What follows belongs to an exercise in optimizing a design on an open flow for small area and a short achievable clock period; a production flow would make more cautious choices. Where RTL was checked, it was by simulation tests only, not by an equivalence proof against the original. No functional check of the RTL was part of run 1. Power and IR drop assume default switching activity.

==> flow/design.v, too long to show whole: its modules and the start of the top module <==
// module residual_block: 1160 lines
// module fa3: 4 lines
// module ha2: 4 lines
// module xor2: 3 lines
module residual_block (
    input clk,
    input rst,
    input start,
    output reg done,
    input  signed [127:0] input_tensor,
    input  [7:0]  conv1_weights_flat,
    input  [7:0]  conv1_bias_flat,
    input  [31:0] conv2_weights_flat,
    input  [7:0]  conv2_bias_flat,
    input  [7:0]  conv3_weights_flat,
    input  [7:0]  conv3_bias_flat,
    input  [7:0]  conv_shortcut_weights_flat,
    input  [7:0]  conv_shortcut_bias_flat,
    output reg signed [71:0] output_tensor
);
  // ...
==> flow/flow/run.sh <==
#!/bin/bash
set -euo pipefail
export BUFFER_PORTS_ARGS="-buffer_cell sky130_fd_sc_hd__buf_1"
export SETUP_SLACK_MARGIN=6.9
export TNS_END_PERCENT=0
bash standard.sh > standard_flow.log 2>&1
==> flow/standard.sh <==
#!/bin/bash
# synth_recipe.tcl (not shown) runs the flow's synth.tcl, then flattens the netlist and writes it again
# the make line also repeats each setting of config.mk as NAME=value (left out here)
make -C /OpenROAD-flow-scripts/flow DESIGN_CONFIG=/design/flow/config.mk WORK_HOME=/design/flow/orfs CLKGATE_MAP_FILE= SYNTH_SCRIPT=/design/flow/synth_recipe.tcl "${@:-finish}"
==> flow/config.mk <==
export PLATFORM = sky130hd
export DESIGN_NAME = residual_block
export DESIGN_NICKNAME = residual_block
export VERILOG_FILES = /design/flow/design.v
export SDC_FILE = /design/flow/constraint.sdc
export NUM_CORES = 4
export LEC_CHECK = 0
export CAP_MARGIN = 20
export CORE_MARGIN = 2
export CORE_UTILIZATION = 65
export CTS_CLUSTER_DIAMETER = 150
export CTS_CLUSTER_SIZE = 24
export SLEW_MARGIN = 20
export SYNTH_HIERARCHICAL = 1
==> flow/constraint.sdc <==
create_clock -name core_clock -period 10.0 [get_ports {clk}]
set_input_delay 2.0000 -clock core_clock [delete_from_list [all_inputs] [get_ports {clk}]]
set_output_delay 2.0000 -clock core_clock [all_outputs]
set_load 0.01 [all_outputs]
==> flow_summary_export.csv, run 1 <==
group,metric,value,unit
status,outcome,"no timing/DRC/antenna violations",
final_layout,signal_buffers,298,
pwr,p_per_area,424,mW/mm²
setup_path,regToRegStartpoint,"X0[1]$_DFF_P_",
pwr,powerSeq,1.89,mW
timing,period_needed,3.27,ns
final_layout,drive_gt1_share,9.71,%
routing,wl_met1,16800,µm
final_layout,largest_class,"multi-input gates",
final_layout,nNetsFinal,2281,
global_routing,busiest_layer,"met2",
setup_path,slowest_stage,"fa_1",
setup_path,crit_chain,"nand2_1, fa_1, fa_1, fa_1, fa_1, fa_1",
setup_path,end_kind,"flip-flop",
setup_path,cp_top_family,"adder cells",
final_layout,mostFrequentLayoutCells,"nand2_1 (304), buf_1 (291), fa_1 (205)",
floorplan,die_w,172,µm
setup_path,cp_data_required_time,10.39,ns
clocking,cts-root-buf,"clkbuf_16",
yosys,yosysWarnings,7,
setup_path,crit_path_start_kind,"flip-flop",
clocking,post_cts.repair.setup_buffers,3,
setup_path,max_stage_delay,0.58,ns
pwr,combinationalPower,6.04,mW
clocking,path_clk_slew,0.10,ns
final_layout,top_regs,"output_tensor (72), S2 (16), T3 (16)",
min_path,holdCritStartpoint,"output_tensor[66]$_DFF_P_",
setup_path,crit_start,"X0[1]$_DFF_P_",
final_layout,antenna_cells,3,
yosys,synthesis.area,0.0183,mm²
yosys,yosysUniqueCellTypes,46,
setup_path,arrival,3.66,ns
routing,maxUsedRoutingLayer,"met4",
pwr,power_frac_comb,70.4,%
==> run 2, diff against run 1 <==
==> flow/design.v (replaced) <==
`timescale 1ns / 1ps
module residual_block (
    input clk,
    input rst,
    input start,
    output reg done,
    input  signed [127:0] input_tensor,
    input  [7:0]  conv1_weights_flat,
    input  [7:0]  conv1_bias_flat,
    input  [31:0] conv2_weights_flat,
    input  [7:0]  conv2_bias_flat,
    input  [7:0]  conv3_weights_flat,
    input  [7:0]  conv3_bias_flat,
    input  [7:0]  conv_shortcut_weights_flat,
    input  [7:0]  conv_shortcut_bias_flat,
    output reg signed [71:0] output_tensor
);
    reg [3:0] cnt;
    always @(posedge clk or posedge rst) begin
        if (rst) begin
            cnt  <= 4'd0;
            done <= 1'b0;
        end else if (!start) begin
            cnt  <= 4'd0;
            done <= 1'b0;
        end else begin
            if (cnt != 4'd11) cnt <= cnt + 4'd1;
            if (cnt == 4'd11) done <= 1'b1;
        end
    end
    wire [3:0] cnt_n = !start ? 4'd0 : (cnt != 4'd11) ? cnt + 4'd1 : cnt;
    reg [1:0] ohn, own;
    always @(*) begin
        case (cnt_n)
            4'd0: begin ohn = 2'd0; own = 2'd0; end
            4'd1: begin ohn = 2'd0; own = 2'd1; end
            4'd2: begin ohn = 2'd0; own = 2'd2; end
            4'd3: begin ohn = 2'd1; own = 2'd0; end
            4'd4: begin ohn = 2'd1; own = 2'd1; end
            4'd5: begin ohn = 2'd1; own = 2'd2; end
            4'd6: begin ohn = 2'd2; own = 2'd0; end
            4'd7: begin ohn = 2'd2; own = 2'd1; end
            default: begin ohn = 2'd2; own = 2'd2; end
        endcase
    end
    reg hr0, hr1, hc0, hc1, ohp, owp;
    always @(posedge clk) begin
        hr0 <= ohn != 2'd0;
        hr1 <= ohn == 2'd2;
        hc0 <= own != 2'd0;
        hc1 <= own == 2'd2;
        ohp <= ohn[0];
        owp <= own[0];
    end
    reg [7:0] X0, X1, X2, X3, WR0, WR1, WR2, WR3;
    always @(posedge clk) begin
        X0  <= input_tensor[{hr0, 1'b0, hc0, 1'b0}*8 +: 8];
        X1  <= input_tensor[{hr0, 1'b0, hc1, 1'b1}*8 +: 8];
        X2  <= input_tensor[{hr1, 1'b1, hc0, 1'b0}*8 +: 8];
        X3  <= input_tensor[{hr1, 1'b1, hc1, 1'b1}*8 +: 8];
        WR0 <= conv2_weights_flat[{ohp, owp}*8 +: 8];
        WR1 <= conv2_weights_flat[{ohp, ~owp}*8 +: 8];
        WR2 <= conv2_weights_flat[{~ohp, owp}*8 +: 8];
        WR3 <= conv2_weights_flat[{~ohp, ~owp}*8 +: 8];
    end
    reg [7:0] w1r, w3r, w3y, b2r, b3n, wsr;
    always @(posedge clk) begin
        w1r <= conv1_weights_flat;
        w3r <= conv3_weights_flat;
        w3y <= conv3_weights_flat;    
        b2r <= conv2_bias_flat;
        b3n <= ~conv3_bias_flat;    
        wsr <= conv_shortcut_weights_flat;
    end
    reg [7:0] Zr, swr;
    wire p1 = ~(w1r[0] & w3r[0]);
    wire p2 = ~(w1r[0] & w3r[1]);
    wire p3 = ~(w1r[0] & w3r[2]);
    wire p4 = ~(w1r[0] & w3r[3]);
    wire p5 = ~(w1r[0] & w3r[4]);
    wire p6 = ~(w1r[0] & w3r[5]);
    wire p7 = ~(w1r[0] & w3r[6]);
    wire p8 = ~(w1r[0] & w3r[7]);
    wire p9 = ~(w1r[1] & w3r[0]);
    wire p10 = ~(w1r[1] & w3r[1]);
    wire p11 = ~(w1r[1] & w3r[2]);
    wire p12 = ~(w1r[1] & w3r[3]);
    wire p13 = ~(w1r[1] & w3r[4]);
    wire p14 = ~(w1r[1] & w3r[5]);
    wire p15 = ~(w1r[1] & w3r[6]);
    wire p16 = ~(w1r[2] & w3r[0]);
    wire p17 = ~(w1r[2] & w3r[1]);
    wire p18 = ~(w1r[2] & w3r[2]);
    wire p19 = ~(w1r[2] & w3r[3]);
    wire p20 = ~(w1r[2] & w3r[4]);
    wire p21 = ~(w1r[2] & w3r[5]);
    wire p22 = ~(w1r[3] & w3r[0]);
    wire p23 = ~(w1r[3] & w3r[1]);
    wire p24 = ~(w1r[3] & w3r[2]);
    wire p25 = ~(w1r[3] & w3r[3]);
    wire p26 = ~(w1r[3] & w3r[4]);
    wire p27 = ~(w1r[4] & w3r[0]);
    wire p28 = ~(w1r[4] & w3r[1]);
    wire p29 = ~(w1r[4] & w3r[2]);
    wire p30 = ~(w1r[4] & w3r[3]);
    wire p31 = ~(w1r[5] & w3r[0]);
    wire p32 = ~(w1r[5] & w3r[1]);
    wire p33 = ~(w1r[5] & w3r[2]);
    wire p34 = ~(w1r[6] & w3r[0]);
    wire p35 = ~(w1r[6] & w3r[1]);
    wire p36 = ~(w1r[7] & w3r[0]);
    wire s37, c37;
    fa3 u37 (.a(p3), .b(p10), .c(p16), .s(s37), .co(c37));
    wire s38, c38;
    fa3 u38 (.a(p4), .b(p11), .c(p17), .s(s38), .co(c38));
    wire s39, c39;
    fa3 u39 (.a(p22), .b(c37), .c(s38), .s(s39), .co(c39));
    wire s40, c40;
    fa3 u40 (.a(p5), .b(p12), .c(p18), .s(s40), .co(c40));
    wire s41, c41;
    fa3 u41 (.a(p23), .b(p27), .c(c38), .s(s41), .co(c41));
    wire s42, c42;
    fa3 u42 (.a(s40), .b(c39), .c(s41), .s(s42), .co(c42));
    wire s43, c43;
    fa3 u43 (.a(p6), .b(p13), .c(p19), .s(s43), .co(c43));
    wire s44, c44;
    fa3 u44 (.a(p24), .b(p28), .c(p31), .s(s44), .co(c44));
    wire s45, c45;
    fa3 u45 (.a(c40), .b(s43), .c(s44), .s(s45), .co(c45));
    wire s46, c46;
    fa3 u46 (.a(c41), .b(s45), .c(c42), .s(s46), .co(c46));
    wire s47, c47;
    fa3 u47 (.a(p7), .b(p14), .c(p20), .s(s47), .co(c47));
    wire s48, c48;
    fa3 u48 (.a(p25), .b(p29), .c(p32), .s(s48), .co(c48));
    wire s49, c49;
    fa3 u49 (.a(p34), .b(c43), .c(c44), .s(s49), .co(c49));
    wire s50, c50;
    fa3 u50 (.a(s47), .b(s48), .c(c45), .s(s50), .co(c50));
    wire s51, c51;
    fa3 u51 (.a(s49), .b(s50), .c(c46), .s(s51), .co(c51));
    wire n52 = p8 ^ p15;
    wire n53 = p21 ^ p26;
    wire n54 = p30 ^ p33;
    wire n55 = p35 ^ p36;
    wire n56 = n52 ^ n53;
    wire n57 = n54 ^ n55;
    wire n58 = c47 ^ c48;
    wire n59 = n56 ^ n57;
    wire n60 = n58 ^ n59;
    wire n61 = c49 ^ n60;
    wire n62 = n61 ^ c50;
    reg [9:0] Wr;
    always @(posedge clk) Wr <= {c51, n62, s51, s46, s42, s39, s37, p9, p2, p1};
    wire p63 = ~(conv3_weights_flat[0] & conv1_bias_flat[0]);
    wire p64 = ~(conv3_weights_flat[0] & conv1_bias_flat[1]);
    wire p65 = ~(conv3_weights_flat[0] & conv1_bias_flat[2]);
    wire p66 = ~(conv3_weights_flat[0] & conv1_bias_flat[3]);
    wire p67 = ~(conv3_weights_flat[0] & conv1_bias_flat[4]);
    wire p68 = ~(conv3_weights_flat[0] & conv1_bias_flat[5]);
    wire p69 = ~(conv3_weights_flat[0] & conv1_bias_flat[6]);
    wire p70 = ~(conv3_weights_flat[0] & conv1_bias_flat[7]);
    wire p71 = ~(conv3_weights_flat[1] & conv1_bias_flat[0]);
    wire p72 = ~(conv3_weights_flat[1] & conv1_bias_flat[1]);
    wire p73 = ~(conv3_weights_flat[1] & conv1_bias_flat[2]);
    wire p74 = ~(conv3_weights_flat[1] & conv1_bias_flat[3]);
    wire p75 = ~(conv3_weights_flat[1] & conv1_bias_flat[4]);
    wire p76 = ~(conv3_weights_flat[1] & conv1_bias_flat[5]);
    wire p77 = ~(conv3_weights_flat[1] & conv1_bias_flat[6]);
    wire p78 = ~(conv3_weights_flat[2] & conv1_bias_flat[0]);
    wire p79 = ~(conv3_weights_flat[2] & conv1_bias_flat[1]);
    wire p80 = ~(conv3_weights_flat[2] & conv1_bias_flat[2]);
    wire p81 = ~(conv3_weights_flat[2] & conv1_bias_flat[3]);
    wire p82 = ~(conv3_weights_flat[2] & conv1_bias_flat[4]);
    wire p83 = ~(conv3_weights_flat[2] & conv1_bias_flat[5]);
    wire p84 = ~(conv3_weights_flat[3] & conv1_bias_flat[0]);
    wire p85 = ~(conv3_weights_flat[3] & conv1_bias_flat[1]);
    wire p86 = ~(conv3_weights_flat[3] & conv1_bias_flat[2]);
    wire p87 = ~(conv3_weights_flat[3] & conv1_bias_flat[3]);
    wire p88 = ~(conv3_weights_flat[3] & conv1_bias_flat[4]);
    wire p89 = ~(conv3_weights_flat[4] & conv1_bias_flat[0]);
    wire p90 = ~(conv3_weights_flat[4] & conv1_bias_flat[1]);
    wire p91 = ~(conv3_weights_flat[4] & conv1_bias_flat[2]);
    wire p92 = ~(conv3_weights_flat[4] & conv1_bias_flat[3]);
    wire p93 = ~(conv3_weights_flat[5] & conv1_bias_flat[0]);
    wire p94 = ~(conv3_weights_flat[5] & conv1_bias_flat[1]);
    wire p95 = ~(conv3_weights_flat[5] & conv1_bias_flat[2]);
    wire p96 = ~(conv3_weights_flat[6] & conv1_bias_flat[0]);
    wire p97 = ~(conv3_weights_flat[6] & conv1_bias_flat[1]);
    wire p98 = ~(conv3_weights_flat[7] & conv1_bias_flat[0]);
    wire s99, c99;
    fa3 u99 (.a(p65), .b(p72), .c(p78), .s(s99), .co(c99));
    wire s100, c100;
    fa3 u100 (.a(p66), .b(p73), .c(p79), .s(s100), .co(c100));
    wire s101, c101;
    fa3 u101 (.a(p84), .b(c99), .c(s100), .s(s101), .co(c101));
    wire s102, c102;
    fa3 u102 (.a(p67), .b(p74), .c(p80), .s(s102), .co(c102));
    wire s103, c103;
    fa3 u103 (.a(p85), .b(p89), .c(c100), .s(s103), .co(c103));
    wire s104, c104;
    fa3 u104 (.a(p68), .b(p75), .c(p81), .s(s104), .co(c104));
    wire s105, c105;
    fa3 u105 (.a(p86), .b(p90), .c(p93), .s(s105), .co(c105));
    wire s106, c106;
    fa3 u106 (.a(c102), .b(s104), .c(s105), .s(s106), .co(c106));
    wire s107, c107;
    fa3 u107 (.a(p69), .b(p76), .c(p82), .s(s107), .co(c107));
    wire s108, c108;
    fa3 u108 (.a(p87), .b(p91), .c(p94), .s(s108), .co(c108));
    wire s109, c109;
    fa3 u109 (.a(p96), .b(c104), .c(c105), .s(s109), .co(c109));
    wire n110 = p70 ^ p77;
    wire n111 = p83 ^ p88;
    wire n112 = p92 ^ p95;
    wire n113 = p97 ^ p98;
    wire n114 = n110 ^ n111;
    wire n115 = n112 ^ n113;
    wire n116 = c107 ^ c108;
    wire n117 = n114 ^ n115;
    wire n118 = n116 ^ n117;
    reg [15:0] Z1;
    always @(posedge clk) Z1 <= {n118, c109, s109, c106, s108, s107, s106, c103, s103, c101, s102, s101, s99, p71, p64, p63};
    wire s119, c119;
    fa3 u119 (.a(Z1[5]), .b(Z1[6]), .c(Z1[7]), .s(s119), .co(c119));
    wire s120, c120;
    fa3 u120 (.a(Z1[8]), .b(Z1[9]), .c(c119), .s(s120), .co(c120));
    wire s121, c121;
    fa3 u121 (.a(Z1[10]), .b(Z1[11]), .c(Z1[12]), .s(s121), .co(c121));
    wire s122, c122;
    fa3 u122 (.a(Z1[13]), .b(s121), .c(c120), .s(s122), .co(c122));
    wire n123 = Z1[14] ^ Z1[15];
    wire n124 = n123 ^ c121;
    wire [7:0] Z_n_a = {n124, s122, s120, s119, Z1[4], Z1[3], Z1[1], Z1[0]};
    wire [7:0] Z_n_b = {c122, 1'b0, 1'b0, 1'b0, 1'b0, 1'b0, Z1[2], 1'b0};
    wire [7:0] Z_n = 8'd1 - Z_n_a - Z_n_b;
    wire [7:0] sw_n = WR0 + WR1 + WR2 + WR3;
    always @(posedge clk) begin Zr <= Z_n; swr <= sw_n; end
    wire p125 = ~(w3y[0] & b2r[0]);
    wire p126 = ~(w3y[0] & b2r[1]);
    wire p127 = ~(w3y[0] & b2r[2]);
    wire p128 = ~(w3y[0] & b2r[3]);
    wire p129 = ~(w3y[0] & b2r[4]);
    wire p130 = ~(w3y[0] & b2r[5]);
    wire p131 = ~(w3y[0] & b2r[6]);
    wire p132 = ~(w3y[0] & b2r[7]);
    wire p133 = ~(w3y[1] & b2r[0]);
    wire p134 = ~(w3y[1] & b2r[1]);
    wire p135 = ~(w3y[1] & b2r[2]);
    wire p136 = ~(w3y[1] & b2r[3]);
    wire p137 = ~(w3y[1] & b2r[4]);
    wire p138 = ~(w3y[1] & b2r[5]);
    wire p139 = ~(w3y[1] & b2r[6]);
    wire p140 = ~(w3y[2] & b2r[0]);
    wire p141 = ~(w3y[2] & b2r[1]);
    wire p142 = ~(w3y[2] & b2r[2]);
    wire p143 = ~(w3y[2] & b2r[3]);
    wire p144 = ~(w3y[2] & b2r[4]);
    wire p145 = ~(w3y[2] & b2r[5]);
    wire p146 = ~(w3y[3] & b2r[0]);
    wire p147 = ~(w3y[3] & b2r[1]);
    wire p148 = ~(w3y[3] & b2r[2]);
    wire p149 = ~(w3y[3] & b2r[3]);
    wire p150 = ~(w3y[3] & b2r[4]);
    wire p151 = ~(w3y[4] & b2r[0]);
    wire p152 = ~(w3y[4] & b2r[1]);
    wire p153 = ~(w3y[4] & b2r[2]);
    wire p154 = ~(w3y[4] & b2r[3]);
    wire p155 = ~(w3y[5] & b2r[0]);
    wire p156 = ~(w3y[5] & b2r[1]);
    wire p157 = ~(w3y[5] & b2r[2]);
    wire p158 = ~(w3y[6] & b2r[0]);
    wire p159 = ~(w3y[6] & b2r[1]);
    wire p160 = ~(w3y[7] & b2r[0]);
    wire s161, c161;
    fa3 u161 (.a(b3n[1]), .b(p126), .c(p133), .s(s161), .co(c161));
    wire s162, c162;
    fa3 u162 (.a(b3n[2]), .b(p127), .c(p134), .s(s162), .co(c162));
    wire s163, c163;
    fa3 u163 (.a(p140), .b(c161), .c(s162), .s(s163), .co(c163));
    wire s164, c164;
    fa3 u164 (.a(b3n[3]), .b(p128), .c(p135), .s(s164), .co(c164));
    wire s165, c165;
    fa3 u165 (.a(p141), .b(p146), .c(c162), .s(s165), .co(c165));
    wire s166, c166;
    fa3 u166 (.a(s164), .b(c163), .c(s165), .s(s166), .co(c166));
    wire s167, c167;
    fa3 u167 (.a(b3n[4]), .b(p129), .c(p136), .s(s167), .co(c167));
    wire s168, c168;
    fa3 u168 (.a(p142), .b(p147), .c(p151), .s(s168), .co(c168));
    wire s169, c169;
    fa3 u169 (.a(c164), .b(s167), .c(s168), .s(s169), .co(c169));
    wire s170, c170;
    fa3 u170 (.a(c165), .b(s169), .c(c166), .s(s170), .co(c170));
    wire s171, c171;
    fa3 u171 (.a(b3n[5]), .b(p130), .c(p137), .s(s171), .co(c171));
    wire s172, c172;
    fa3 u172 (.a(p143), .b(p148), .c(p152), .s(s172), .co(c172));
    wire s173, c173;
    fa3 u173 (.a(p155), .b(c167), .c(c168), .s(s173), .co(c173));
    wire s174, c174;
    fa3 u174 (.a(s171), .b(s172), .c(c169), .s(s174), .co(c174));
    wire s175, c175;
    fa3 u175 (.a(s173), .b(s174), .c(c170), .s(s175), .co(c175));
    wire s176, c176;
    fa3 u176 (.a(b3n[6]), .b(p131), .c(p138), .s(s176), .co(c176));
    wire s177, c177;
    fa3 u177 (.a(p144), .b(p149), .c(p153), .s(s177), .co(c177));
    wire s178, c178;
    fa3 u178 (.a(p156), .b(p158), .c(c171), .s(s178), .co(c178));
    wire s179, c179;
    fa3 u179 (.a(c172), .b(s176), .c(s177), .s(s179), .co(c179));
    wire s180, c180;
    fa3 u180 (.a(c173), .b(s178), .c(s179), .s(s180), .co(c180));
    wire s181, c181;
    fa3 u181 (.a(c174), .b(s180), .c(c175), .s(s181), .co(c181));
    wire n182 = b3n[7] ^ p132;
    wire n183 = p139 ^ p145;
    wire n184 = p150 ^ p154;
    wire n185 = p157 ^ p159;
    wire n186 = p160 ^ n182;
    wire n187 = n183 ^ n184;
    wire n188 = n185 ^ c176;
    wire n189 = c177 ^ n186;
    wire n190 = n187 ^ n188;
    wire n191 = n189 ^ c178;
    wire n192 = n190 ^ c179;
    wire n193 = n191 ^ n192;
    wire n194 = n193 ^ c180;
    reg [9:0] Yr;
    always @(posedge clk) Yr <= {c181, n194, s181, s175, s170, s166, s163, s161, p125, b3n[0]};
    wire p195 = ~(Zr[0] & swr[0]);
    wire p196 = ~(Zr[0] & swr[1]);
    wire p197 = ~(Zr[0] & swr[2]);
    wire p198 = ~(Zr[0] & swr[3]);
    wire p199 = ~(Zr[0] & swr[4]);
    wire p200 = ~(Zr[0] & swr[5]);
    wire p201 = ~(Zr[0] & swr[6]);
    wire p202 = ~(Zr[0] & swr[7]);
    wire p203 = ~(Zr[1] & swr[0]);
    wire p204 = ~(Zr[1] & swr[1]);
    wire p205 = ~(Zr[1] & swr[2]);
    wire p206 = ~(Zr[1] & swr[3]);
    wire p207 = ~(Zr[1] & swr[4]);
    wire p208 = ~(Zr[1] & swr[5]);
    wire p209 = ~(Zr[1] & swr[6]);
    wire p210 = ~(Zr[2] & swr[0]);
    wire p211 = ~(Zr[2] & swr[1]);
    wire p212 = ~(Zr[2] & swr[2]);
    wire p213 = ~(Zr[2] & swr[3]);
    wire p214 = ~(Zr[2] & swr[4]);
    wire p215 = ~(Zr[2] & swr[5]);
    wire p216 = ~(Zr[3] & swr[0]);
    wire p217 = ~(Zr[3] & swr[1]);
    wire p218 = ~(Zr[3] & swr[2]);
    wire p219 = ~(Zr[3] & swr[3]);
    wire p220 = ~(Zr[3] & swr[4]);
    wire p221 = ~(Zr[4] & swr[0]);
    wire p222 = ~(Zr[4] & swr[1]);
    wire p223 = ~(Zr[4] & swr[2]);
    wire p224 = ~(Zr[4] & swr[3]);
    wire p225 = ~(Zr[5] & swr[0]);
    wire p226 = ~(Zr[5] & swr[1]);
    wire p227 = ~(Zr[5] & swr[2]);
    wire p228 = ~(Zr[6] & swr[0]);
    wire p229 = ~(Zr[6] & swr[1]);
    wire p230 = ~(Zr[7] & swr[0]);
    wire s231, c231;
    fa3 u231 (.a(Yr[0]), .b(Yr[1]), .c(p195), .s(s231), .co(c231));
    wire s232, c232;
    fa3 u232 (.a(Yr[2]), .b(p196), .c(p203), .s(s232), .co(c232));
    wire s233, c233;
    fa3 u233 (.a(Yr[3]), .b(p197), .c(p204), .s(s233), .co(c233));
    wire s234, c234;
    fa3 u234 (.a(p210), .b(c232), .c(s233), .s(s234), .co(c234));
    wire s235, c235;
    fa3 u235 (.a(Yr[4]), .b(p198), .c(p205), .s(s235), .co(c235));
    wire s236, c236;
    fa3 u236 (.a(p211), .b(p216), .c(c233), .s(s236), .co(c236));
    wire s237, c237;
    fa3 u237 (.a(s235), .b(c234), .c(s236), .s(s237), .co(c237));
    wire s238, c238;
    fa3 u238 (.a(Yr[5]), .b(p199), .c(p206), .s(s238), .co(c238));
    wire s239, c239;
    fa3 u239 (.a(p212), .b(p217), .c(p221), .s(s239), .co(c239));
    wire s240, c240;
    fa3 u240 (.a(c235), .b(s238), .c(s239), .s(s240), .co(c240));
    wire s241, c241;
    fa3 u241 (.a(c236), .b(s240), .c(c237), .s(s241), .co(c241));
    wire s242, c242;
    fa3 u242 (.a(Yr[6]), .b(p200), .c(p207), .s(s242), .co(c242));
    wire s243, c243;
    fa3 u243 (.a(p213), .b(p218), .c(p222), .s(s243), .co(c243));
    wire s244, c244;
    fa3 u244 (.a(p225), .b(c238), .c(c239), .s(s244), .co(c244));
    wire s245, c245;
    fa3 u245 (.a(s242), .b(s243), .c(c240), .s(s245), .co(c245));
    wire s246, c246;
    fa3 u246 (.a(s244), .b(s245), .c(c241), .s(s246), .co(c246));
    wire s247, c247;
    fa3 u247 (.a(Yr[7]), .b(p201), .c(p208), .s(s247), .co(c247));
    wire s248, c248;
    fa3 u248 (.a(p214), .b(p219), .c(p223), .s(s248), .co(c248));
    wire s249, c249;
    fa3 u249 (.a(p226), .b(p228), .c(c242), .s(s249), .co(c249));
    wire s250, c250;
    fa3 u250 (.a(c243), .b(s247), .c(s248), .s(s250), .co(c250));
    wire s251, c251;
    fa3 u251 (.a(c244), .b(s249), .c(s250), .s(s251), .co(c251));
    wire s252, c252;
    fa3 u252 (.a(c245), .b(s251), .c(c246), .s(s252), .co(c252));
    wire n253 = Yr[8] ^ Yr[9];
    wire n254 = p202 ^ p209;
    wire n255 = p215 ^ p220;
    wire n256 = p224 ^ p227;
    wire n257 = p229 ^ p230;
    wire n258 = n253 ^ n254;
    wire n259 = n255 ^ n256;
    wire n260 = n257 ^ c247;
    wire n261 = c248 ^ n258;
    wire n262 = n259 ^ n260;
    wire n263 = n261 ^ c249;
    wire n264 = n262 ^ c250;
    wire n265 = n263 ^ n264;
    wire n266 = n265 ^ c251;
    reg [9:0] Cp;
    always @(posedge clk) Cp <= {c252, n266, s252, s246, s241, s237, s234, s232, c231, s231};
    wire p267 = ~(X0[0] & WR0[0]);
    wire p268 = ~(X0[0] & WR0[1]);
    wire p269 = ~(X0[0] & WR0[2]);
    wire p270 = ~(X0[0] & WR0[3]);
    wire p271 = ~(X0[0] & WR0[4]);
    wire p272 = ~(X0[0] & WR0[5]);
    wire p273 = ~(X0[0] & WR0[6]);
    wire p274 = ~(X0[0] & WR0[7]);
    wire p275 = ~(X0[1] & WR0[0]);
    wire p276 = ~(X0[1] & WR0[1]);
    wire p277 = ~(X0[1] & WR0[2]);
    wire p278 = ~(X0[1] & WR0[3]);
    wire p279 = ~(X0[1] & WR0[4]);
    wire p280 = ~(X0[1] & WR0[5]);
    wire p281 = ~(X0[1] & WR0[6]);
    wire p282 = ~(X0[2] & WR0[0]);
    wire p283 = ~(X0[2] & WR0[1]);
    wire p284 = ~(X0[2] & WR0[2]);
    wire p285 = ~(X0[2] & WR0[3]);
    wire p286 = ~(X0[2] & WR0[4]);
    wire p287 = ~(X0[2] & WR0[5]);
    wire p288 = ~(X0[3] & WR0[0]);
    wire p289 = ~(X0[3] & WR0[1]);
    wire p290 = ~(X0[3] & WR0[2]);
    wire p291 = ~(X0[3] & WR0[3]);
    wire p292 = ~(X0[3] & WR0[4]);
    wire p293 = ~(X0[4] & WR0[0]);
    wire p294 = ~(X0[4] & WR0[1]);
    wire p295 = ~(X0[4] & WR0[2]);
    wire p296 = ~(X0[4] & WR0[3]);
    wire p297 = ~(X0[5] & WR0[0]);
    wire p298 = ~(X0[5] & WR0[1]);
    wire p299 = ~(X0[5] & WR0[2]);
    wire p300 = ~(X0[6] & WR0[0]);
    wire p301 = ~(X0[6] & WR0[1]);
    wire p302 = ~(X0[7] & WR0[0]);
    wire p303 = ~(X1[0] & WR1[0]);
    wire p304 = ~(X1[0] & WR1[1]);
    wire p305 = ~(X1[0] & WR1[2]);
    wire p306 = ~(X1[0] & WR1[3]);
    wire p307 = ~(X1[0] & WR1[4]);
    wire p308 = ~(X1[0] & WR1[5]);
    wire p309 = ~(X1[0] & WR1[6]);
    wire p310 = ~(X1[0] & WR1[7]);
    wire p311 = ~(X1[1] & WR1[0]);
    wire p312 = ~(X1[1] & WR1[1]);
    wire p313 = ~(X1[1] & WR1[2]);
    wire p314 = ~(X1[1] & WR1[3]);
    wire p315 = ~(X1[1] & WR1[4]);
    wire p316 = ~(X1[1] & WR1[5]);
    wire p317 = ~(X1[1] & WR1[6]);
    wire p318 = ~(X1[2] & WR1[0]);
    wire p319 = ~(X1[2] & WR1[1]);
    wire p320 = ~(X1[2] & WR1[2]);
    wire p321 = ~(X1[2] & WR1[3]);
    wire p322 = ~(X1[2] & WR1[4]);
    wire p323 = ~(X1[2] & WR1[5]);
    wire p324 = ~(X1[3] & WR1[0]);
    wire p325 = ~(X1[3] & WR1[1]);
    wire p326 = ~(X1[3] & WR1[2]);
    wire p327 = ~(X1[3] & WR1[3]);
    wire p328 = ~(X1[3] & WR1[4]);
    wire p329 = ~(X1[4] & WR1[0]);
    wire p330 = ~(X1[4] & WR1[1]);
    wire p331 = ~(X1[4] & WR1[2]);
    wire p332 = ~(X1[4] & WR1[3]);
    wire p333 = ~(X1[5] & WR1[0]);
    wire p334 = ~(X1[5] & WR1[1]);
    wire p335 = ~(X1[5] & WR1[2]);
    wire p336 = ~(X1[6] & WR1[0]);
    wire p337 = ~(X1[6] & WR1[1]);
    wire p338 = ~(X1[7] & WR1[0]);
    wire p339 = ~(X2[0] & WR2[0]);
    wire p340 = ~(X2[0] & WR2[1]);
    wire p341 = ~(X2[0] & WR2[2]);
    wire p342 = ~(X2[0] & WR2[3]);
    wire p343 = ~(X2[0] & WR2[4]);
    wire p344 = ~(X2[0] & WR2[5]);
    wire p345 = ~(X2[0] & WR2[6]);
    wire p346 = ~(X2[0] & WR2[7]);
    wire p347 = ~(X2[1] & WR2[0]);
    wire p348 = ~(X2[1] & WR2[1]);
    wire p349 = ~(X2[1] & WR2[2]);
    wire p350 = ~(X2[1] & WR2[3]);
    wire p351 = ~(X2[1] & WR2[4]);
    wire p352 = ~(X2[1] & WR2[5]);
    wire p353 = ~(X2[1] & WR2[6]);
    wire p354 = ~(X2[2] & WR2[0]);
    wire p355 = ~(X2[2] & WR2[1]);
    wire p356 = ~(X2[2] & WR2[2]);
    wire p357 = ~(X2[2] & WR2[3]);
    wire p358 = ~(X2[2] & WR2[4]);
    wire p359 = ~(X2[2] & WR2[5]);
    wire p360 = ~(X2[3] & WR2[0]);
    wire p361 = ~(X2[3] & WR2[1]);
    wire p362 = ~(X2[3] & WR2[2]);
    wire p363 = ~(X2[3] & WR2[3]);
    wire p364 = ~(X2[3] & WR2[4]);
    wire p365 = ~(X2[4] & WR2[0]);
    wire p366 = ~(X2[4] & WR2[1]);
    wire p367 = ~(X2[4] & WR2[2]);
    wire p368 = ~(X2[4] & WR2[3]);
    wire p369 = ~(X2[5] & WR2[0]);
    wire p370 = ~(X2[5] & WR2[1]);
    wire p371 = ~(X2[5] & WR2[2]);
    wire p372 = ~(X2[6] & WR2[0]);
    wire p373 = ~(X2[6] & WR2[1]);
    wire p374 = ~(X2[7] & WR2[0]);
    wire p375 = ~(X3[0] & WR3[0]);
    wire p376 = ~(X3[0] & WR3[1]);
    wire p377 = ~(X3[0] & WR3[2]);
    wire p378 = ~(X3[0] & WR3[3]);
    wire p379 = ~(X3[0] & WR3[4]);
    wire p380 = ~(X3[0] & WR3[5]);
    wire p381 = ~(X3[0] & WR3[6]);
    wire p382 = ~(X3[0] & WR3[7]);
    wire p383 = ~(X3[1] & WR3[0]);
    wire p384 = ~(X3[1] & WR3[1]);
    wire p385 = ~(X3[1] & WR3[2]);
    wire p386 = ~(X3[1] & WR3[3]);
    wire p387 = ~(X3[1] & WR3[4]);
    wire p388 = ~(X3[1] & WR3[5]);
    wire p389 = ~(X3[1] & WR3[6]);
    wire p390 = ~(X3[2] & WR3[0]);
    wire p391 = ~(X3[2] & WR3[1]);
    wire p392 = ~(X3[2] & WR3[2]);
    wire p393 = ~(X3[2] & WR3[3]);
    wire p394 = ~(X3[2] & WR3[4]);
    wire p395 = ~(X3[2] & WR3[5]);
    wire p396 = ~(X3[3] & WR3[0]);
    wire p397 = ~(X3[3] & WR3[1]);
    wire p398 = ~(X3[3] & WR3[2]);
    wire p399 = ~(X3[3] & WR3[3]);
    wire p400 = ~(X3[3] & WR3[4]);
    wire p401 = ~(X3[4] & WR3[0]);
    wire p402 = ~(X3[4] & WR3[1]);
    wire p403 = ~(X3[4] & WR3[2]);
    wire p404 = ~(X3[4] & WR3[3]);
    wire p405 = ~(X3[5] & WR3[0]);
    wire p406 = ~(X3[5] & WR3[1]);
    wire p407 = ~(X3[5] & WR3[2]);
    wire p408 = ~(X3[6] & WR3[0]);
    wire p409 = ~(X3[6] & WR3[1]);
    wire p410 = ~(X3[7] & WR3[0]);
    wire s411, c411;
    fa3 u411 (.a(p267), .b(p303), .c(p339), .s(s411), .co(c411));
    wire s412, c412;
    fa3 u412 (.a(p268), .b(p275), .c(p304), .s(s412), .co(c412));
    wire s413, c413;
    fa3 u413 (.a(p311), .b(p340), .c(p347), .s(s413), .co(c413));
    wire s414, c414;
    fa3 u414 (.a(p376), .b(p383), .c(c411), .s(s414), .co(c414));
    wire s415, c415;
    fa3 u415 (.a(s412), .b(s413), .c(s414), .s(s415), .co(c415));
    wire s416, c416;
    fa3 u416 (.a(p269), .b(p276), .c(p282), .s(s416), .co(c416));
    wire s417, c417;
    fa3 u417 (.a(p305), .b(p312), .c(p318), .s(s417), .co(c417));
    wire s418, c418;
    fa3 u418 (.a(p341), .b(p348), .c(p354), .s(s418), .co(c418));
    wire s419, c419;
    fa3 u419 (.a(p377), .b(p384), .c(p390), .s(s419), .co(c419));
    wire s420, c420;
    fa3 u420 (.a(c412), .b(c413), .c(s416), .s(s420), .co(c420));
    wire s421, c421;
    fa3 u421 (.a(s417), .b(s418), .c(s419), .s(s421), .co(c421));
    wire s422, c422;
    fa3 u422 (.a(c414), .b(s420), .c(s421), .s(s422), .co(c422));
    wire s423, c423;
    fa3 u423 (.a(p270), .b(p277), .c(p283), .s(s423), .co(c423));
    wire s424, c424;
    fa3 u424 (.a(p288), .b(p306), .c(p313), .s(s424), .co(c424));
    wire s425, c425;
    fa3 u425 (.a(p319), .b(p324), .c(p342), .s(s425), .co(c425));
    wire s426, c426;
    fa3 u426 (.a(p349), .b(p355), .c(p360), .s(s426), .co(c426));
    wire s427, c427;
    fa3 u427 (.a(p378), .b(p385), .c(p391), .s(s427), .co(c427));
    wire s428, c428;
    fa3 u428 (.a(p396), .b(c416), .c(c417), .s(s428), .co(c428));
    wire s429, c429;
    fa3 u429 (.a(c418), .b(c419), .c(s423), .s(s429), .co(c429));
    wire s430, c430;
    fa3 u430 (.a(s424), .b(s425), .c(s426), .s(s430), .co(c430));
    wire s431, c431;
    fa3 u431 (.a(s427), .b(c420), .c(c421), .s(s431), .co(c431));
    wire s432, c432;
    fa3 u432 (.a(s428), .b(s429), .c(s430), .s(s432), .co(c432));
    wire s433, c433;
    fa3 u433 (.a(c422), .b(s431), .c(s432), .s(s433), .co(c433));
    wire s434, c434;
    fa3 u434 (.a(p271), .b(p278), .c(p284), .s(s434), .co(c434));
    wire s435, c435;
    fa3 u435 (.a(p289), .b(p293), .c(p307), .s(s435), .co(c435));
    wire s436, c436;
    fa3 u436 (.a(p314), .b(p320), .c(p325), .s(s436), .co(c436));
    wire s437, c437;
    fa3 u437 (.a(p329), .b(p343), .c(p350), .s(s437), .co(c437));
    wire s438, c438;
    fa3 u438 (.a(p356), .b(p361), .c(p365), .s(s438), .co(c438));
    wire s439, c439;
    fa3 u439 (.a(p379), .b(p386), .c(p392), .s(s439), .co(c439));
    wire s440, c440;
    fa3 u440 (.a(p397), .b(p401), .c(c423), .s(s440), .co(c440));
    wire s441, c441;
    fa3 u441 (.a(c424), .b(c425), .c(c426), .s(s441), .co(c441));
    wire s442, c442;
    fa3 u442 (.a(c427), .b(s434), .c(s435), .s(s442), .co(c442));
    wire s443, c443;
    fa3 u443 (.a(s436), .b(s437), .c(s438), .s(s443), .co(c443));
    wire s444, c444;
    fa3 u444 (.a(s439), .b(c428), .c(c429), .s(s444), .co(c444));
    wire s445, c445;
    fa3 u445 (.a(c430), .b(s440), .c(s441), .s(s445), .co(c445));
    wire s446, c446;
    fa3 u446 (.a(s442), .b(s443), .c(c431), .s(s446), .co(c446));
    wire s447, c447;
    fa3 u447 (.a(c432), .b(s444), .c(s445), .s(s447), .co(c447));
    wire s448, c448;
    fa3 u448 (.a(s446), .b(c433), .c(s447), .s(s448), .co(c448));
    wire s449, c449;
    fa3 u449 (.a(p272), .b(p279), .c(p285), .s(s449), .co(c449));
    wire s450, c450;
    fa3 u450 (.a(p290), .b(p294), .c(p297), .s(s450), .co(c450));
    wire s451, c451;
    fa3 u451 (.a(p308), .b(p315), .c(p321), .s(s451), .co(c451));
    wire s452, c452;
    fa3 u452 (.a(p326), .b(p330), .c(p333), .s(s452), .co(c452));
    wire s453, c453;
    fa3 u453 (.a(p344), .b(p351), .c(p357), .s(s453), .co(c453));
    wire s454, c454;
    fa3 u454 (.a(p362), .b(p366), .c(p369), .s(s454), .co(c454));
    wire s455, c455;
    fa3 u455 (.a(p380), .b(p387), .c(p393), .s(s455), .co(c455));
    wire s456, c456;
    fa3 u456 (.a(p398), .b(p402), .c(p405), .s(s456), .co(c456));
    wire s457, c457;
    fa3 u457 (.a(c434), .b(c435), .c(c436), .s(s457), .co(c457));
    wire s458, c458;
    fa3 u458 (.a(c437), .b(c438), .c(c439), .s(s458), .co(c458));
    wire s459, c459;
    fa3 u459 (.a(s449), .b(s450), .c(s451), .s(s459), .co(c459));
    wire s460, c460;
    fa3 u460 (.a(s452), .b(s453), .c(s454), .s(s460), .co(c460));
    wire s461, c461;
    fa3 u461 (.a(s455), .b(s456), .c(c440), .s(s461), .co(c461));
    wire s462, c462;
    fa3 u462 (.a(c441), .b(c442), .c(c443), .s(s462), .co(c462));
    wire s463, c463;
    fa3 u463 (.a(s457), .b(s458), .c(s459), .s(s463), .co(c463));
    wire s464, c464;
    fa3 u464 (.a(s460), .b(c444), .c(c445), .s(s464), .co(c464));
    wire s465, c465;
    fa3 u465 (.a(s461), .b(s462), .c(s463), .s(s465), .co(c465));
    wire s466, c466;
    fa3 u466 (.a(c446), .b(c447), .c(s464), .s(s466), .co(c466));
    wire s467, c467;
    fa3 u467 (.a(s465), .b(c448), .c(s466), .s(s467), .co(c467));
    wire s468, c468;
    fa3 u468 (.a(p273), .b(p280), .c(p286), .s(s468), .co(c468));
    wire s469, c469;
    fa3 u469 (.a(p291), .b(p295), .c(p298), .s(s469), .co(c469));
    wire s470, c470;
    fa3 u470 (.a(p300), .b(p309), .c(p316), .s(s470), .co(c470));
    wire s471, c471;
    fa3 u471 (.a(p322), .b(p327), .c(p331), .s(s471), .co(c471));
    wire s472, c472;
    fa3 u472 (.a(p334), .b(p336), .c(p345), .s(s472), .co(c472));
    wire s473, c473;
    fa3 u473 (.a(p352), .b(p358), .c(p363), .s(s473), .co(c473));
    wire s474, c474;
    fa3 u474 (.a(p367), .b(p370), .c(p372), .s(s474), .co(c474));
    wire s475, c475;
    fa3 u475 (.a(p381), .b(p388), .c(p394), .s(s475), .co(c475));
    wire s476, c476;
    fa3 u476 (.a(p399), .b(p403), .c(p406), .s(s476), .co(c476));
    wire s477, c477;
    fa3 u477 (.a(p408), .b(c449), .c(c450), .s(s477), .co(c477));
    wire s478, c478;
    fa3 u478 (.a(c451), .b(c452), .c(c453), .s(s478), .co(c478));
    wire s479, c479;
    fa3 u479 (.a(c454), .b(c455), .c(c456), .s(s479), .co(c479));
    wire s480, c480;
    fa3 u480 (.a(s468), .b(s469), .c(s470), .s(s480), .co(c480));
    wire s481, c481;
    fa3 u481 (.a(s471), .b(s472), .c(s473), .s(s481), .co(c481));
    wire s482, c482;
    fa3 u482 (.a(s474), .b(s475), .c(s476), .s(s482), .co(c482));
    wire s483, c483;
    fa3 u483 (.a(c457), .b(c458), .c(c459), .s(s483), .co(c483));
    wire s484, c484;
    fa3 u484 (.a(c460), .b(s477), .c(s478), .s(s484), .co(c484));
    wire s485, c485;
    fa3 u485 (.a(s479), .b(s480), .c(s481), .s(s485), .co(c485));
    wire s486, c486;
    fa3 u486 (.a(s482), .b(c461), .c(c462), .s(s486), .co(c486));
    wire s487, c487;
    fa3 u487 (.a(c463), .b(s483), .c(s484), .s(s487), .co(c487));
    wire s488, c488;
    fa3 u488 (.a(s485), .b(c464), .c(s486), .s(s488), .co(c488));
    wire s489, c489;
    fa3 u489 (.a(c465), .b(s487), .c(c466), .s(s489), .co(c489));
    wire n490 = p274 ^ p281;
    wire n491 = p287 ^ p292;
    wire n492 = p296 ^ p299;
    wire n493 = p301 ^ p302;
    wire n494 = p310 ^ p317;
    wire n495 = p323 ^ p328;
    wire n496 = p332 ^ p335;
    wire n497 = p337 ^ p338;
    wire n498 = p346 ^ p353;
    wire n499 = p359 ^ p364;
    wire n500 = p368 ^ p371;
    wire n501 = p373 ^ p374;
    wire n502 = p382 ^ p389;
    wire n503 = p395 ^ p400;
    wire n504 = p404 ^ p407;
    wire n505 = p409 ^ p410;
    wire n506 = n490 ^ n491;
    wire n507 = n492 ^ n493;
    wire n508 = n494 ^ n495;
    wire n509 = n496 ^ n497;
    wire n510 = n498 ^ n499;
    wire n511 = n500 ^ n501;
    wire n512 = n502 ^ n503;
    wire n513 = n504 ^ n505;
    wire n514 = c468 ^ c469;
    wire n515 = c470 ^ c471;
    wire n516 = c472 ^ c473;
    wire n517 = c474 ^ c475;
    wire n518 = c476 ^ n506;
    wire n519 = n507 ^ n508;
    wire n520 = n509 ^ n510;
    wire n521 = n511 ^ n512;
    wire n522 = n513 ^ n514;
    wire n523 = n515 ^ n516;
    wire n524 = n517 ^ n518;
    wire n525 = n519 ^ n520;
    wire n526 = n521 ^ c477;
    wire n527 = c478 ^ c479;
    wire n528 = n522 ^ n523;
    wire n529 = n524 ^ n525;
    wire n530 = c480 ^ c481;
    wire n531 = c482 ^ n526;
    wire n532 = n527 ^ n528;
    wire n533 = n529 ^ n530;
    wire n534 = n531 ^ n532;
    wire n535 = c483 ^ c484;
    wire n536 = n533 ^ c485;
    wire n537 = n534 ^ n535;
    wire n538 = n536 ^ c486;
    wire n539 = n537 ^ c487;
    wire n540 = n538 ^ n539;
    wire n541 = c488 ^ n540;
    reg [12:0] S2;
    always @(posedge clk) S2 <= {c489, n541, s489, c467, s488, s467, s448, s433, s422, c415, s415, s411, p375};
    reg [7:0] XS;
    wire [3:0] js = cnt - 4'd1;
    always @(posedge clk) XS <= input_tensor[js*8 +: 8];
    wire s542, c542;
    fa3 u542 (.a(S2[8]), .b(S2[9]), .c(S2[10]), .s(s542), .co(c542));
    wire n543 = S2[11] ^ S2[12];
    wire [7:0] S_a = {n543, s542, S2[7], S2[6], S2[5], S2[3], S2[2], S2[0]};
    wire [7:0] S_b = {c542, 1'b0, 1'b0, 1'b0, 1'b0, S2[4], 1'b0, S2[1]};
    wire [7:0] S = 8'd4 - S_a - S_b;
    wire [7:0] Wv_a = {Wr[8], Wr[7], Wr[6], Wr[5], Wr[4], Wr[3], Wr[1], Wr[0]};
    wire [7:0] Wv_b = {Wr[9], 1'b0, 1'b0, 1'b0, 1'b0, 1'b0, Wr[2], 1'b0};
    wire [7:0] Wv = 8'd1 - Wv_a - Wv_b;
    wire p544 = ~(Wv[0] & S[0]);
    wire p545 = ~(Wv[0] & S[1]);
    wire p546 = ~(Wv[0] & S[2]);
    wire p547 = ~(Wv[0] & S[3]);
    wire p548 = ~(Wv[0] & S[4]);
    wire p549 = ~(Wv[0] & S[5]);
    wire p550 = ~(Wv[0] & S[6]);
    wire p551 = ~(Wv[0] & S[7]);
    wire p552 = ~(Wv[1] & S[0]);
    wire p553 = ~(Wv[1] & S[1]);
    wire p554 = ~(Wv[1] & S[2]);
    wire p555 = ~(Wv[1] & S[3]);
    wire p556 = ~(Wv[1] & S[4]);
    wire p557 = ~(Wv[1] & S[5]);
    wire p558 = ~(Wv[1] & S[6]);
    wire p559 = ~(Wv[2] & S[0]);
    wire p560 = ~(Wv[2] & S[1]);
    wire p561 = ~(Wv[2] & S[2]);
    wire p562 = ~(Wv[2] & S[3]);
    wire p563 = ~(Wv[2] & S[4]);
    wire p564 = ~(Wv[2] & S[5]);
    wire p565 = ~(Wv[3] & S[0]);
    wire p566 = ~(Wv[3] & S[1]);
    wire p567 = ~(Wv[3] & S[2]);
    wire p568 = ~(Wv[3] & S[3]);
    wire p569 = ~(Wv[3] & S[4]);
    wire p570 = ~(Wv[4] & S[0]);
    wire p571 = ~(Wv[4] & S[1]);
    wire p572 = ~(Wv[4] & S[2]);
    wire p573 = ~(Wv[4] & S[3]);
    wire p574 = ~(Wv[5] & S[0]);
    wire p575 = ~(Wv[5] & S[1]);
    wire p576 = ~(Wv[5] & S[2]);
    wire p577 = ~(Wv[6] & S[0]);
    wire p578 = ~(Wv[6] & S[1]);
    wire p579 = ~(Wv[7] & S[0]);
    wire s580, c580;
    fa3 u580 (.a(p546), .b(p553), .c(p559), .s(s580), .co(c580));
    wire s581, c581;
    fa3 u581 (.a(p547), .b(p554), .c(p560), .s(s581), .co(c581));
    wire s582, c582;
    fa3 u582 (.a(p565), .b(c580), .c(s581), .s(s582), .co(c582));
    wire s583, c583;
    fa3 u583 (.a(p548), .b(p555), .c(p561), .s(s583), .co(c583));
    wire s584, c584;
    fa3 u584 (.a(p566), .b(p570), .c(c581), .s(s584), .co(c584));
    wire s585, c585;
    fa3 u585 (.a(s583), .b(c582), .c(s584), .s(s585), .co(c585));
    wire s586, c586;
    fa3 u586 (.a(p549), .b(p556), .c(p562), .s(s586), .co(c586));
    wire s587, c587;
    fa3 u587 (.a(p567), .b(p571), .c(p574), .s(s587), .co(c587));
    wire s588, c588;
    fa3 u588 (.a(c583), .b(s586), .c(s587), .s(s588), .co(c588));
    wire s589, c589;
    ha2 u589 (.a(c584), .b(s588), .s(s589), .co(c589));
    wire s590, c590;
    fa3 u590 (.a(p550), .b(p557), .c(p563), .s(s590), .co(c590));
    wire s591, c591;
    fa3 u591 (.a(p568), .b(p572), .c(p575), .s(s591), .co(c591));
    wire s592, c592;
    fa3 u592 (.a(p577), .b(c586), .c(c587), .s(s592), .co(c592));
    wire s593, c593;
    fa3 u593 (.a(s590), .b(s591), .c(c588), .s(s593), .co(c593));
    wire n594 = p551 ^ p558;
    wire n595 = p564 ^ p569;
    wire n596 = p573 ^ p576;
    wire n597 = p578 ^ p579;
    wire n598 = n594 ^ n595;
    wire n599 = n596 ^ n597;
    wire n600 = c590 ^ c591;
    wire n601 = n598 ^ n599;
    wire n602 = n600 ^ n601;
    wire n603 = c592 ^ n602;
    reg [12:0] T3;
    always @(posedge clk) T3 <= {c593, n603, s593, c589, s592, c585, s589, s585, s582, s580, p552, p545, p544};
    wire p604 = ~(wsr[0] & XS[0]);
    wire p605 = ~(wsr[0] & XS[1]);
    wire p606 = ~(wsr[0] & XS[2]);
    wire p607 = ~(wsr[0] & XS[3]);
    wire p608 = ~(wsr[0] & XS[4]);
    wire p609 = ~(wsr[0] & XS[5]);
    wire p610 = ~(wsr[0] & XS[6]);
    wire p611 = ~(wsr[0] & XS[7]);
    wire p612 = ~(wsr[1] & XS[0]);
    wire p613 = ~(wsr[1] & XS[1]);
    wire p614 = ~(wsr[1] & XS[2]);
    wire p615 = ~(wsr[1] & XS[3]);
    wire p616 = ~(wsr[1] & XS[4]);
    wire p617 = ~(wsr[1] & XS[5]);
    wire p618 = ~(wsr[1] & XS[6]);
    wire p619 = ~(wsr[2] & XS[0]);
    wire p620 = ~(wsr[2] & XS[1]);
    wire p621 = ~(wsr[2] & XS[2]);
    wire p622 = ~(wsr[2] & XS[3]);
    wire p623 = ~(wsr[2] & XS[4]);
    wire p624 = ~(wsr[2] & XS[5]);
    wire p625 = ~(wsr[3] & XS[0]);
    wire p626 = ~(wsr[3] & XS[1]);
    wire p627 = ~(wsr[3] & XS[2]);
    wire p628 = ~(wsr[3] & XS[3]);
    wire p629 = ~(wsr[3] & XS[4]);
    wire p630 = ~(wsr[4] & XS[0]);
    wire p631 = ~(wsr[4] & XS[1]);
    wire p632 = ~(wsr[4] & XS[2]);
    wire p633 = ~(wsr[4] & XS[3]);
    wire p634 = ~(wsr[5] & XS[0]);
    wire p635 = ~(wsr[5] & XS[1]);
    wire p636 = ~(wsr[5] & XS[2]);
    wire p637 = ~(wsr[6] & XS[0]);
    wire p638 = ~(wsr[6] & XS[1]);
    wire p639 = ~(wsr[7] & XS[0]);
    wire n640 = ~conv_shortcut_bias_flat[0];
    wire n641 = ~conv_shortcut_bias_flat[1];
    wire n642 = ~conv_shortcut_bias_flat[2];
    wire n643 = ~conv_shortcut_bias_flat[3];
    wire n644 = ~conv_shortcut_bias_flat[4];
    wire n645 = ~conv_shortcut_bias_flat[5];
    wire n646 = ~conv_shortcut_bias_flat[6];
    wire n647 = ~conv_shortcut_bias_flat[7];
    wire s648, c648;
    fa3 u648 (.a(p605), .b(p612), .c(n641), .s(s648), .co(c648));
    wire s649, c649;
    fa3 u649 (.a(p606), .b(p613), .c(p619), .s(s649), .co(c649));
    wire s650, c650;
    fa3 u650 (.a(s649), .b(n642), .c(c648), .s(s650), .co(c650));
    wire s651, c651;
    fa3 u651 (.a(p607), .b(p614), .c(p620), .s(s651), .co(c651));
    wire s652, c652;
    fa3 u652 (.a(p625), .b(c649), .c(s651), .s(s652), .co(c652));
    wire s653, c653;
    ha2 u653 (.a(s652), .b(n643), .s(s653), .co(c653));
    wire s654, c654;
    fa3 u654 (.a(p608), .b(p615), .c(p621), .s(s654), .co(c654));
    wire s655, c655;
    fa3 u655 (.a(p626), .b(p630), .c(c651), .s(s655), .co(c655));
    wire s656, c656;
    fa3 u656 (.a(s654), .b(c652), .c(s655), .s(s656), .co(c656));
    wire s657, c657;
    fa3 u657 (.a(s656), .b(n644), .c(c653), .s(s657), .co(c657));
    wire s658, c658;
    fa3 u658 (.a(p609), .b(p616), .c(p622), .s(s658), .co(c658));
    wire s659, c659;
    fa3 u659 (.a(p627), .b(p631), .c(p634), .s(s659), .co(c659));
    wire s660, c660;
    fa3 u660 (.a(c654), .b(s658), .c(s659), .s(s660), .co(c660));
    wire s661, c661;
    fa3 u661 (.a(c655), .b(s660), .c(c656), .s(s661), .co(c661));
    wire s662, c662;
    fa3 u662 (.a(n645), .b(s661), .c(c657), .s(s662), .co(c662));
    wire s663, c663;
    fa3 u663 (.a(p610), .b(p617), .c(p623), .s(s663), .co(c663));
    wire s664, c664;
    fa3 u664 (.a(p628), .b(p632), .c(p635), .s(s664), .co(c664));
    wire s665, c665;
    fa3 u665 (.a(p637), .b(c658), .c(c659), .s(s665), .co(c665));
    wire s666, c666;
    fa3 u666 (.a(s663), .b(s664), .c(c660), .s(s666), .co(c666));
    wire s667, c667;
    fa3 u667 (.a(s665), .b(s666), .c(n646), .s(s667), .co(c667));
    wire s668, c668;
    ha2 u668 (.a(c661), .b(s667), .s(s668), .co(c668));
    wire n669 = p611 ^ p618;
    wire n670 = p624 ^ p629;
    wire n671 = p633 ^ p636;
    wire n672 = p638 ^ p639;
    wire n673 = n669 ^ n670;
    wire n674 = n671 ^ n672;
    wire n675 = c663 ^ c664;
    wire n676 = n673 ^ n674;
    wire n677 = n675 ^ n676;
    wire n678 = c665 ^ n677;
    wire n679 = n678 ^ c666;
    wire n680 = n679 ^ n647;
    wire n681 = n680 ^ c667;
    reg [11:0] U3;
    always @(posedge clk) U3 <= {c668, n681, c662, s668, s662, s657, c650, s653, s650, s648, n640, p604};
    wire s682, c682;
    fa3 u682 (.a(T3[1]), .b(T3[2]), .c(Cp[1]), .s(s682), .co(c682));
    wire s683, c683;
    fa3 u683 (.a(T3[3]), .b(Cp[3]), .c(c682), .s(s683), .co(c683));
    wire s684, c684;
    fa3 u684 (.a(T3[4]), .b(Cp[4]), .c(c683), .s(s684), .co(c684));
    wire s685, c685;
    fa3 u685 (.a(T3[5]), .b(Cp[5]), .c(c684), .s(s685), .co(c685));
    wire s686, c686;
    fa3 u686 (.a(T3[6]), .b(T3[7]), .c(Cp[6]), .s(s686), .co(c686));
    wire s687, c687;
    fa3 u687 (.a(T3[8]), .b(T3[9]), .c(T3[10]), .s(s687), .co(c687));
    wire s688, c688;
    fa3 u688 (.a(Cp[7]), .b(c686), .c(s687), .s(s688), .co(c688));
    wire n689 = T3[11] ^ T3[12];
    wire n690 = Cp[8] ^ Cp[9];
    wire n691 = n689 ^ n690;
    wire n692 = c687 ^ n691;
    wire s693, c693;
    fa3 u693 (.a(T3[0]), .b(Cp[0]), .c(U3[0]), .s(s693), .co(c693));
    wire s694, c694;
    fa3 u694 (.a(Cp[2]), .b(U3[2]), .c(c693), .s(s694), .co(c694));
    wire s695, c695;
    fa3 u695 (.a(U3[3]), .b(c694), .c(s683), .s(s695), .co(c695));
    wire s696, c696;
    fa3 u696 (.a(U3[4]), .b(U3[5]), .c(s684), .s(s696), .co(c696));
    wire s697, c697;
    fa3 u697 (.a(U3[6]), .b(s685), .c(c696), .s(s697), .co(c697));
    wire s698, c698;
    fa3 u698 (.a(U3[7]), .b(s686), .c(c685), .s(s698), .co(c698));
    wire s699, c699;
    fa3 u699 (.a(U3[8]), .b(U3[9]), .c(s688), .s(s699), .co(c699));
    wire n700 = U3[10] ^ U3[11];
    wire n701 = n700 ^ n692;
    wire n702 = n701 ^ c688;
    wire [7:0] T_a = {n692, s688, s686, s685, s684, s683, Cp[2], T3[0]};
    wire [7:0] T_b = {c688, 1'b0, c685, 1'b0, 1'b0, 1'b0, s682, Cp[0]};
    wire [7:0] T = 8'd2 - T_a - T_b;
    wire [7:0] TU_a = {n702, s699, c697, s697, c695, s695, s682, U3[1]};
    wire [7:0] TU_b = {c699, c698, s698, 1'b0, s696, 1'b0, s694, s693};
    wire [7:0] TU = 8'd2 - TU_a - TU_b;
    wire [7:0] Um1_a = {U3[10], U3[8], U3[7], U3[6], U3[4], U3[3], U3[2], U3[0]};
    wire [7:0] Um1_b = {U3[11], U3[9], 1'b0, 1'b0, U3[5], 1'b0, 1'b0, U3[1]};
    wire [7:0] Um1 = 8'd255 - Um1_a - Um1_b;
    wire [7:0] O = T[7] ? Um1 : TU;
    wire done_n = start && (done || cnt == 4'd11);
    reg shift;
    always @(posedge clk) shift <= !done_n && cnt_n >= 4'd3;
    always @(posedge clk)
        if (shift) output_tensor <= {O, output_tensor[71:8]};
endmodule
module fa3 (input a, input b, input c, output s, output co);
    assign s  = a ^ b ^ c;
    assign co = (a & b) | (a & c) | (b & c);
endmodule
module ha2 (input a, input b, output s, output co);
    assign s  = a ^ b;
    assign co = a & b;
endmodule
==> flow/run.sh (new file) <==
#!/bin/bash
# synth_recipe.tcl (not shown) runs the flow's synth.tcl, then flattens the netlist and writes it again
# the make line also repeats each setting of config.mk as NAME=value (left out here)
make -C /OpenROAD-flow-scripts/flow DESIGN_CONFIG=/design/flow/config.mk WORK_HOME=/design/flow/orfs CLKGATE_MAP_FILE= SYNTH_SCRIPT=/design/flow/synth_recipe.tcl finish
==> flow/config.mk (replaced) <==
export PLATFORM = sky130hd
export DESIGN_NAME = residual_block
export DESIGN_NICKNAME = residual_block
export VERILOG_FILES = /design/flow/design.v
export SDC_FILE = /design/flow/constraint.sdc
export NUM_CORES = 4
export LEC_CHECK = 0
export CAP_MARGIN = 20
export CORE_MARGIN = 2
export CORE_UTILIZATION = 40
export SLEW_MARGIN = 20
export SYNTH_HIERARCHICAL = 1
removed: flow/flow/run.sh
removed: flow/standard.sh
==> run 2 against run 1 <==
Compared with the run above: power increased by 5.7%; wire length increased by 9.7%; utilization fell by 22 points; critical path depth increased by 6; sequential power increased by 5%; cell count grew 11%; via count fell by 0.95%; maximum frequency decreased by 19%; synthesized cell count is 1.8% lower.
==> flow_summary_export.csv, run 2 <==
group,metric,value,unit
timing,worst_slew_pin_slew,0.939,ns
setup_path,path_max_fanout,9,
timing,hold_violations,0,
placed_design,numPortBuffers,291,
pwr,p_clk_share,14.4,%
floorplan,die_w,218,µm
setup_path,cp_top_family,"adder cells",
setup_path,crit_top_cell,"xnor2_1",
setup_path,arrival,4.50,ns
clocking,cts_max_level,2,
clocking,clkSinkCount,296,
yosys,synthesis.area,0.0184,mm²
routing,vias,12200,
pwr,pwr-share-seq,21.9,%
yosys,ys_ff_latch,296,
timing,period_needed,4.06,ns
final_layout,syn2layout_area_growth,25.7,%
yosys,synth_common_cells,"nand2_1 (356), dfxtp_1 (219), fa_1 (216), xnor2_1 (133), inv_1 (100)",
global_routing,antenna_found_initial,3,
timing,post-route-period-util,40.6,%
final_layout,final_common_cell,"nand2_1",
global_routing,grt_usage,21.0,%
timing,setup_viol,0,
timing,relSlewSlack,37.4,%
status,outcome,"no timing/DRC/antenna violations",
clocking,max-clock-path-buffers,3,
routing,drtIter0Drc,693,
final_layout,top_regs,"output_tensor (72), Z1 (16)",
setup_path,crit_type,"reg -> reg",
pwr,switching_share,40.1,%
routing,vias_per_cell,5.06,
setup_path,slowest_stage,"dfxtp_1",
clocking,path_clk_slew,0.06,ns
floorplan,start_util,40.5,%
yosys,avgSynthCellArea,12.3,µm²
yosys,yosysSeqAreaShare,36.3,%
pwr,power_frac_comb,63.7,%
yosys,yosysUniqueCellTypes,46,
global_routing,overflow,0,
clocking,cts-root-buf,"clkbuf_16",
floorplan,row_count,78,
clocking,cts_resized,0,
pwr,p_leak,8.74,nW
timing,maxSlewViolCount,0,
yosys,synthesis.nets,1989,
placed_design,dp_hpwl,40600,µm
final_layout,fin_util,50.9,%
global_routing,grt_pass1_vias,13200,
floorplan,die_h,218,µm
pwr,internal_power,5.42,mW
routing,wire_per_inst,20.2,µm
yosys,yosysWarnings,7,
floorplan,dieArea,0.0477,mm²
yosys,synth.most_common_cell,"nand2_1",
timing,fmax,246,MHz
placed_design,dpl_cell_area,0.0219,mm²
routing,drt_first_pass_iters,5,
pwr,ir_worst_vdd,0.425,mV
setup_path,crit_path_start_kind,"flip-flop",
final_layout,mostFrequentLayoutCells,"nand2_1 (356), clkdlybuf4s50_1 (291), dfxtp_1 (217)",
yosys,synthCells,1500,
placed_design,gp_congestion,0.966,
routing,ant_nets,0,
final_layout,top_register,"output_tensor",
yosys,yosys.area.top_type_share,23.9,%
routing,drc,0,
final_layout,fin_area,0.0231,mm²
yosys,synth-async-reset-ratio,1.69,%
setup_path,cp_data_required_time,10.43,ns
setup_path,max_stage_delay,0.58,ns
pwr,p_per_area,392,mW/mm²
floorplan,pin_count,292,
clocking,post_cts.repair.setup_buffers,0,
yosys,synth_largest_area_cell,"dfxtp_1",
clocking,clock_latency,0.55,ns
clocking,cts_made_buffers,37,
global_routing,grt_pass1_wl,75100,µm
yosys,synth_edf_count,72,
flow_run,max_cap_violations,0,
timing,rsz0062_at_grt,"no",
placed_design,dp_cells,2344,
yosys,synth_flop_cell,"dfxtp_1",
final_layout,layout.cells.non_filler,2412,
clocking,ctsHoldBuffers,0,
min_path,worstHoldPathType,"reg -> reg",
setup_path,cp_num_buf_inv,0,
setup_path,crit_chain,"nand2_1, fa_1, fa_1, fa_1, fa_1, fa_1, xnor2_1, xnor2_1, xnor2_1, xnor2_1, xnor2_1, xnor2_1",
timing,fin_skew,0.0148,ns
final_layout,largest_reg_flops,72,
clocking,cts_tree,"yes",
floorplan,core_area,0.0454,mm²
pwr,switchingPower,3.64,mW
routing,wl,48800,µm
final_layout,drive_gt1_share,10.0,%
global_routing,grt_start_max_net_pins,73,
yosys,synthTopCellsByArea,"dfxtp_1 (24%), fa_1 (24%), edfxtp_1 (12%)",
final_layout,nNetsFinal,2272,
timing,hold_ws,0.325,ns
timing,finalSetupTns,0,ns
setup_path,end_kind,"flip-flop",
[run 2: cell count changes after synthesis, sizes merged, moves of 17 or more]
cell,before,now
xnor2,30,137
xor2,144,38
ha,71,54
dfxtp,195,219
nor2,62,13
nand2,304,356
[run 2: power by group through the flow]
stage          clock network, mW  registers (mW)  logic (mW)
2_1_floorplan                  0            1.89        4.51
3_3_place_gp                   0            2.01        5.81
3_5_place_dp                   0            2.02        5.88
4_1_cts                     1.34            1.99        5.92
5_1_grt                     1.39            2.02        6.54
6_report                    1.30            1.98        5.77
[run 2: Yosys stat by module, one instance, submodules excluded]
module / area [µm²] / times used
ha2: 12.5 / 3
fa3: 20.0 / 199
residual_block: 14400 / 1
[run 2: worst paths after layout]
check / cells after the start / endpoint / slack, ns / from
setup / recovery: 12 / S2[11]$_DFF_P_ / 5.94 / WR0[0]$_DFF_P_
hold / removal: 0 / Yr[0]$_DFF_P_ / 0.32 / b3n[0]$_DFF_P_
setup reg to reg: 12 / S2[11]$_DFF_P_ / 5.94 / WR0[0]$_DFF_P_
hold reg to reg: 0 / Yr[0]$_DFF_P_ / 0.32 / b3n[0]$_DFF_P_
max in group asynchronous: 2 / cnt[0]$_DFF_PP0_ / 8.18 / rst
min in group asynchronous: 2 / done$_DFFE_PP0P_ / 1.64 / rst
[run 2: through the flow]
| stage | setup slack [ns] | total power, mW |
|---|---|---|
| finish | 5.94 | 9.06 |
| global route | 5.73 | 9.96 |
| CTS | 5.93 | 9.26 |
| detailed placement | 5.92 | 7.90 |
| global placement | 5.95 | 7.82 |
| floorplan | 6.17 | 6.40 |
[run 2: layout make-up]
cell class                 count  area (µm²)
tap                          600         751
fill                        3994       22300
timing repair buffer         300        2980
sequential                   296        6680
clock buffer                  49        1020
inverter                     103         387
clock inverter                18         179
antenna                        1        2.50
multi-input combinational   1045       11100
[run 2: worst register-to-register path, delay by kind of cell, from the launching register on]
family,cells,cell delay (ns)
AND/OR/NAND/NOR,1,0.18
XOR/XNOR,6,0.87
adder cells (fa/ha/maj),5,2.32
flip-flops,1,0.58
[run 2: routing by layer]
layer  vias to the layer above  GRT usage [%]  routed length (µm)
met5                         -              0                  13
met4                         2           6.71                1200
met1                      6115           27.7               20500
li1                       5494              -                   -
met3                        78           4.09                3650
met2                       524           34.7               23400
[run 2: cells by family (layout without fill, tap and decap cells)]
family,count (synthesis),in the layout,share of synthesized area [%]
muxes,114,114,12.8
adders and majority gates,270,270,27.2
other,0,1,0
and+or+nand+nor,416,416,9.28
xor gates and xnor gates,177,177,8.81
buffers and inverters,159,470,3.34
AOI/OAI and AO/OA,68,68,2.31
DFF,296,296,36.3

what the ideal ports hide:
The flow's constraints put no driver on any port. The routed layouts listed below were extracted and timed again, unchanged, in two steps.
Step 1, drivers: a clkbuf_16 drives clk and a buf_2 each remaining input, both assumed.
Step 2 moves the port delays by t, midway between the first and last clock arrival at a register: inputs arrive t later, outputs are due t later. That takes back most of the time a late clock gives input paths.
Slacks: no drivers / after step 1 / after step 2; pairs: no drivers / after step 1.
run	shift t [ns]	setup slack, ns	worst setup path after step 2	pins driven straight from the clock port
run 1	0.548	6.730 / 6.730 / 6.730	register to register	1
run 2	0.604	5.938 / 5.938 / 5.938	register to register	1
After both steps every run listed still meets setup and hold.
